From an optimization exercise on the open Yosys and OpenROAD flow, aimed at small area; shortcuts taken in it are not production practice. Only simulation tests tie the RTL to the original design; equivalence was not proved. Power figures rest on the tool's default switching activity, not on a simulated workload.

==> trial 41 <==
==> flow/design.v <==
module DP_RAM #(
	parameter WIDTH  = 8,              
	parameter DEPTH  = 16,             
	parameter ADDR_W = $clog2(DEPTH)   
)(
	input RSTn,
	input WR_CLK, RD_CLK,                  
	input WR_EN, RD_EN,                    
	input [ADDR_W-1:0] WR_ADDR, RD_ADDR,   
	input [WIDTH-1:0]  WR_DATA,            
	output logic [WIDTH-1:0] RD_DATA       
);
logic [WIDTH-1:0] ram_model [0:DEPTH-1];
integer i;
always_ff @(posedge WR_CLK) begin
	if (~RSTn) begin
		for (i = 0; i < DEPTH; i++) begin
			ram_model[i] <= 'h0;
		end
	end else if (WR_EN) ram_model[WR_ADDR] <= WR_DATA;
end
always_ff @(posedge RD_CLK) begin
	if (RD_EN)  RD_DATA <= ram_model[RD_ADDR];
end
endmodule
module SYNC_FIFO #(
	parameter WIDTH  = 8,              
	parameter DEPTH  = 16,             
	parameter PTR_W  = $clog2(DEPTH)   
)(
	input CLK,
	input RSTn,
	input WR_EN, RD_EN,                
	input [WIDTH-1:0] DATA_IN,         
	output FIFO_FULL, FIFO_EMPTY,      
	output [WIDTH-1:0] DATA_OUT        
);
logic [PTR_W-1:0] wr_pointer, rd_pointer;
logic [PTR_W:0] fifo_cnt;
logic ram_wr_en, ram_rd_en;
always_comb begin
  ram_wr_en = 1'b0;
  if (WR_EN && (~FIFO_FULL || RD_EN)) begin
    if (RD_EN && FIFO_EMPTY)
      ram_wr_en = 1'b0;
    else
      ram_wr_en = 1'b1;
  end
end
always_comb begin
  ram_rd_en = 1'b0;
  if (RD_EN && ~FIFO_EMPTY) begin
    if (WR_EN && FIFO_EMPTY)
      ram_rd_en = 1'b0;
    else
      ram_rd_en = 1'b1;
  end
end
logic [WIDTH-1:0] ram_data_out;
DP_RAM #(
	.WIDTH(WIDTH),
	.DEPTH(DEPTH),
	.ADDR_W(PTR_W)
) u0_dp_ram (
	.RSTn(RSTn),
	.WR_CLK(CLK),
	.RD_CLK(CLK),
	.WR_EN(ram_wr_en),
	.RD_EN(ram_rd_en),
	.WR_ADDR(wr_pointer),
	.RD_ADDR(rd_pointer),
	.WR_DATA(DATA_IN),
	.RD_DATA(ram_data_out)
);
always_ff @(posedge CLK) begin
  if (!RSTn) {rd_pointer, wr_pointer, fifo_cnt} <= 0;
  else begin
    case ({WR_EN, RD_EN})
      2'b10: if (!FIFO_FULL) begin
        wr_pointer <= wr_pointer + 1;
        fifo_cnt   <= fifo_cnt + 1;
      end
      2'b01: if (!FIFO_EMPTY) begin
        rd_pointer <= rd_pointer + 1;
        fifo_cnt   <= fifo_cnt - 1;
      end
      2'b11: begin
        wr_pointer <= wr_pointer + 1;
        rd_pointer <= rd_pointer + 1;
      end
      default: begin
        {rd_pointer, wr_pointer, fifo_cnt} <= {rd_pointer, wr_pointer, fifo_cnt};
      end
    endcase
  end
end
assign FIFO_FULL  = (fifo_cnt == 2**PTR_W);
assign FIFO_EMPTY = (fifo_cnt == 'h0);
logic bypass_en, bypass_en_reg;
assign bypass_en = FIFO_EMPTY && RD_EN && WR_EN;
logic [WIDTH-1:0] data_in_reg;
always_ff @(posedge CLK) begin
  if (!RSTn) begin
    data_in_reg   <= 'h0;
    bypass_en_reg <= 1'b0;
  end
  else begin
    data_in_reg   <= DATA_IN;
    bypass_en_reg <= bypass_en;
  end
end
assign DATA_OUT = bypass_en_reg ? data_in_reg : ram_data_out;
endmodule
==> flow/run.sh <==
#!/bin/bash
# synth_recipe.tcl (not shown) runs the flow's synth.tcl, then flattens the netlist and writes it again
# the make line also repeats each setting of config.mk as NAME=value (left out here)
make -C /OpenROAD-flow-scripts/flow DESIGN_CONFIG=/design/flow/config.mk WORK_HOME=/design/flow/orfs CLKGATE_MAP_FILE= SYNTH_SCRIPT=/design/flow/synth_recipe.tcl finish
==> flow/config.mk <==
export PLATFORM = sky130hd
export DESIGN_NAME = SYNC_FIFO
export DESIGN_NICKNAME = SYNC_FIFO
export VERILOG_FILES = /design/flow/design.v
export SDC_FILE = /design/flow/constraint.sdc
export NUM_CORES = 4
export LEC_CHECK = 0
export CAP_MARGIN = 20
export CORE_MARGIN = 2
export CORE_UTILIZATION = 40
export SLEW_MARGIN = 20
==> flow/constraint.sdc <==
create_clock -name core_clock -period 5.0 [get_ports {CLK}]
set_input_delay 1.0000 -clock core_clock [delete_from_list [all_inputs] [get_ports {CLK}]]
set_output_delay 1.0000 -clock core_clock [all_outputs]
set_load 0.01 [all_outputs]
==> build 97: changes against trial 41 <==
==> flow/design.v (replaced) <==
module DP_RAM #(
	parameter WIDTH  = 8,
	parameter DEPTH  = 16,
	parameter ADDR_W = $clog2(DEPTH)
)(
	input RSTn,
	input WR_CLK, RD_CLK,
	input WR_EN, RD_EN,
	input [ADDR_W-1:0] WR_ADDR, RD_ADDR,
	input [WIDTH-1:0]  WR_DATA,
	output logic [WIDTH-1:0] RD_DATA
);
logic [WIDTH-1:0] ram_model [0:DEPTH-1];
always_ff @(posedge WR_CLK) if (WR_EN) ram_model[WR_ADDR] <= WR_DATA;
always_ff @(posedge RD_CLK) if (RD_EN) RD_DATA <= ram_model[RD_ADDR];
endmodule
module SYNC_FIFO #(
	parameter WIDTH  = 8,
	parameter DEPTH  = 16,
	parameter PTR_W  = $clog2(DEPTH)
)(
	input CLK,
	input RSTn,
	input WR_EN, RD_EN,
	input [WIDTH-1:0] DATA_IN,
	output FIFO_FULL, FIFO_EMPTY,
	output [WIDTH-1:0] DATA_OUT
);
logic [WIDTH-1:0] mem [0:DEPTH-1];
logic [PTR_W:0]   cnt;           
logic [WIDTH-1:0] dout;
assign FIFO_EMPTY = cnt[PTR_W];
assign FIFO_FULL  = ~cnt[PTR_W] & (&cnt[PTR_W-1:0]);
wire wr_acc = WR_EN & (~FIFO_FULL | RD_EN);
wire rd_acc = RD_EN & (~FIFO_EMPTY | WR_EN);
integer i;
always_ff @(posedge CLK) begin
  if (wr_acc) begin
    mem[0] <= DATA_IN;
    for (i = 1; i < DEPTH; i++) mem[i] <= mem[i-1];
  end
end
always_ff @(posedge CLK) begin
  if (!RSTn) cnt <= '1;
  else if (wr_acc & ~rd_acc) cnt <= cnt + 1'b1;
  else if (rd_acc & ~wr_acc) cnt <= cnt - 1'b1;
end
logic [DEPTH-1:0] rsel;
always_comb
  for (int k = 0; k < DEPTH; k++)
    rsel[k] = ~cnt[PTR_W] & (cnt[PTR_W-1:0] == k);
logic [WIDTH-1:0] rdata;
always_comb begin
  rdata = {WIDTH{FIFO_EMPTY}} & DATA_IN;
  for (int k = 0; k < DEPTH; k++)
    rdata = rdata | ({WIDTH{rsel[k]}} & mem[k]);
end
always_ff @(posedge CLK)
  dout <= rdata;
assign DATA_OUT = dout;
endmodule
==> flow/flow/run.sh (new file) <==
#!/bin/bash
# Standard layout, with a lighter clock tree (no dummy loads, small buffers)
# and the smallest buffer on each port.
set -euo pipefail
bash standard.sh finish \
  "CTS_ARGS=-sink_clustering_enable -repair_clock_nets -dont_use_dummy_load -buf_list {sky130_fd_sc_hd__clkbuf_4 sky130_fd_sc_hd__clkbuf_8} -sink_clustering_size 40 -sink_clustering_max_diameter 100" \
  "BUFFER_PORTS_ARGS=-buffer_cell sky130_fd_sc_hd__buf_1" \
  > make.log 2>&1
==> flow/standard.sh (new file) <==
#!/bin/bash
# synth_recipe.tcl (not shown) runs the flow's synth.tcl, then flattens the netlist and writes it again
# the make line also repeats each setting of config.mk as NAME=value (left out here)
make -C /OpenROAD-flow-scripts/flow DESIGN_CONFIG=/design/flow/config.mk WORK_HOME=/design/flow/orfs CLKGATE_MAP_FILE= SYNTH_SCRIPT=/design/flow/synth_recipe.tcl "${@:-finish}"
removed: flow/run.sh
==> trial 11: changes against trial 41 <==
==> flow/design.v (replaced) <==
module DP_RAM #(
	parameter WIDTH  = 8,
	parameter DEPTH  = 16,
	parameter ADDR_W = $clog2(DEPTH)
)(
	input RSTn,
	input WR_CLK, RD_CLK,
	input WR_EN, RD_EN,
	input [ADDR_W-1:0] WR_ADDR, RD_ADDR,
	input [WIDTH-1:0]  WR_DATA,
	output logic [WIDTH-1:0] RD_DATA
);
logic [WIDTH-1:0] ram_model [0:DEPTH-1];
always_ff @(posedge WR_CLK) if (WR_EN) ram_model[WR_ADDR] <= WR_DATA;
always_ff @(posedge RD_CLK) if (RD_EN) RD_DATA <= ram_model[RD_ADDR];
endmodule
module SYNC_FIFO #(
	parameter WIDTH  = 8,
	parameter DEPTH  = 16,
	parameter PTR_W  = $clog2(DEPTH)
)(
	input CLK,
	input RSTn,
	input WR_EN, RD_EN,
	input [WIDTH-1:0] DATA_IN,
	output FIFO_FULL, FIFO_EMPTY,
	output [WIDTH-1:0] DATA_OUT
);
logic [WIDTH-1:0] mem [0:DEPTH-1];
logic [PTR_W:0]   cnt;           
logic [WIDTH-1:0] dout;
assign FIFO_EMPTY = cnt[PTR_W];
assign FIFO_FULL  = ~cnt[PTR_W] & (&cnt[PTR_W-1:0]);
wire wr_acc = WR_EN & (~FIFO_FULL | RD_EN);
wire rd_acc = RD_EN & (~FIFO_EMPTY | WR_EN);
integer i;
always_ff @(posedge CLK) begin
  if (wr_acc) begin
    mem[0] <= DATA_IN;
    for (i = 1; i < DEPTH; i++) mem[i] <= mem[i-1];
  end
end
always_ff @(posedge CLK) begin
  if (!RSTn) cnt <= '1;
  else if (wr_acc & ~rd_acc) cnt <= cnt + 1'b1;
  else if (rd_acc & ~wr_acc) cnt <= cnt - 1'b1;
end
logic [DEPTH-1:0] rsel;
always_comb
  for (int k = 0; k < DEPTH; k++)
    rsel[k] = ~cnt[PTR_W] & (cnt[PTR_W-1:0] == k);
logic [WIDTH-1:0] rdata;
always_comb begin
  rdata = {WIDTH{FIFO_EMPTY}} & DATA_IN;
  for (int k = 0; k < DEPTH; k++)
    rdata = rdata | ({WIDTH{rsel[k]}} & mem[k]);
end
always_ff @(posedge CLK)
  dout <= rdata;
assign DATA_OUT = dout;
endmodule
==> summary of the runs <==
Build 97 completed with no timing, DRC or antenna violations. Trial 11 completed with no timing, DRC or antenna violations. Trial 41 completed with no timing, DRC or antenna violations. Via count: trial 41 is larger than trial 11 (about 43%). Setup slack: trial 11 is worse than build 97 (130 ps). Combinational power: trial 11 > build 97 > trial 41. In synthesized cell count, trial 11 and build 97 do not differ. Hold slack: trial 41 > trial 11 > build 97. Against trial 41, the sequential cell count of trial 11 is lower by 17. Non-clock buffer count, lowest first: build 97, trial 11, trial 41. Global-route usage, highest first: trial 41, trial 11, build 97. Power: trial 11 > trial 41 > build 97. Of trial 41 and build 97, trial 41 has the higher area after synthesis (gap 31%, measured against build 97).
==> figures <==
metric                                                                             trial 41                 build 97                 trial 11
Total track usage                                                                     19.4%                    17.5%                    18.4%
Leak pwr                                                                            2.82 nW                  1.92 nW                  2.16 nW
Result of the run                                                   complete, no violations  complete, no violations  complete, no violations
Period Utilization, post-route                                                        66.8%                    70.7%                    73.3%
Mapped Cells                                                                            543                      319                      319
Number of nets in the finished design                                                   591                      368                      370
Combined area of the multi-input logic cells                                   0.00237 mm^2             0.00123 mm^2             0.00123 mm^2
Total of fill cells in the finished design                                             1513                     1165                     1107
Number of well taps                                                                     225                      176                      176
First-pass GRT wire length                                                         25900 um                 18100 um                 18900 um
Routability congestion estimate from global placement                                 0.868                    0.811                    0.825
Maximum number of pins on one net before global-route repair                             41                       77                       82
Slowest cell delay on critical path                                                  730 ps                   900 ps                   760 ps
Detailed Place HPWL                                                                12000 um                  7230 um                  7360 um
Register clock-pin slew on the reported worst setup and hold paths                    60 ps                    70 ps                    60 ps
Die boundary width                                                                   137 um                   120 um                   120 um
Final worst clock skew                                                              5.86 ps                  22.0 ps                  8.94 ps
Worst-path maximum fanout                                                                 7                       54                       18
Endpoint of the worst hold path                                               wr_pointer[1]                mem[2][7]                mem[4][5]
Post-synthesis compound-gate area fraction                                            5.17%                    10.2%                    10.2%
Final sequential cell count                                                             158                      141                      141

-- re-timing with driven ports --
The flow's constraints put no driver on any port. The routed layouts listed below were extracted and timed again, unchanged, in two steps.
Step 1 sets driving cells, clkbuf_16 on the clock port and buf_2 on the other inputs (assumed; they add their load-dependent delay and slew).
Step 2 also shifts input and output timing later by t, the mid clock arrival at the registers, as if the neighbouring blocks saw the same clock.
Slacks: ideal ports / drivers / drivers and shift; pairs: ideal ports / drivers.
run | shift t [ns] | setup WS [ns] | hold slack, ns | latest minus earliest clock arrival (ns)
trial 41 | 0.460 | 1.661 / 1.619 / 1.312 | 0.538 / 0.538 / 0.538 | 0.007 / 0.007
build 97 | 0.467 | 1.466 / 1.466 / 1.466 | 0.445 / 0.445 / 0.445 | 0.022 / 0.022
trial 11 | 0.462 | 1.335 / 1.293 / 1.509 | 0.447 / 0.447 / 0.447 | 0.010 / 0.010
After both steps every run listed still meets setup and hold. The setup slack of trial 41, which loses most, moves by -0.042 ns with the drivers and by -0.349 ns with both steps.
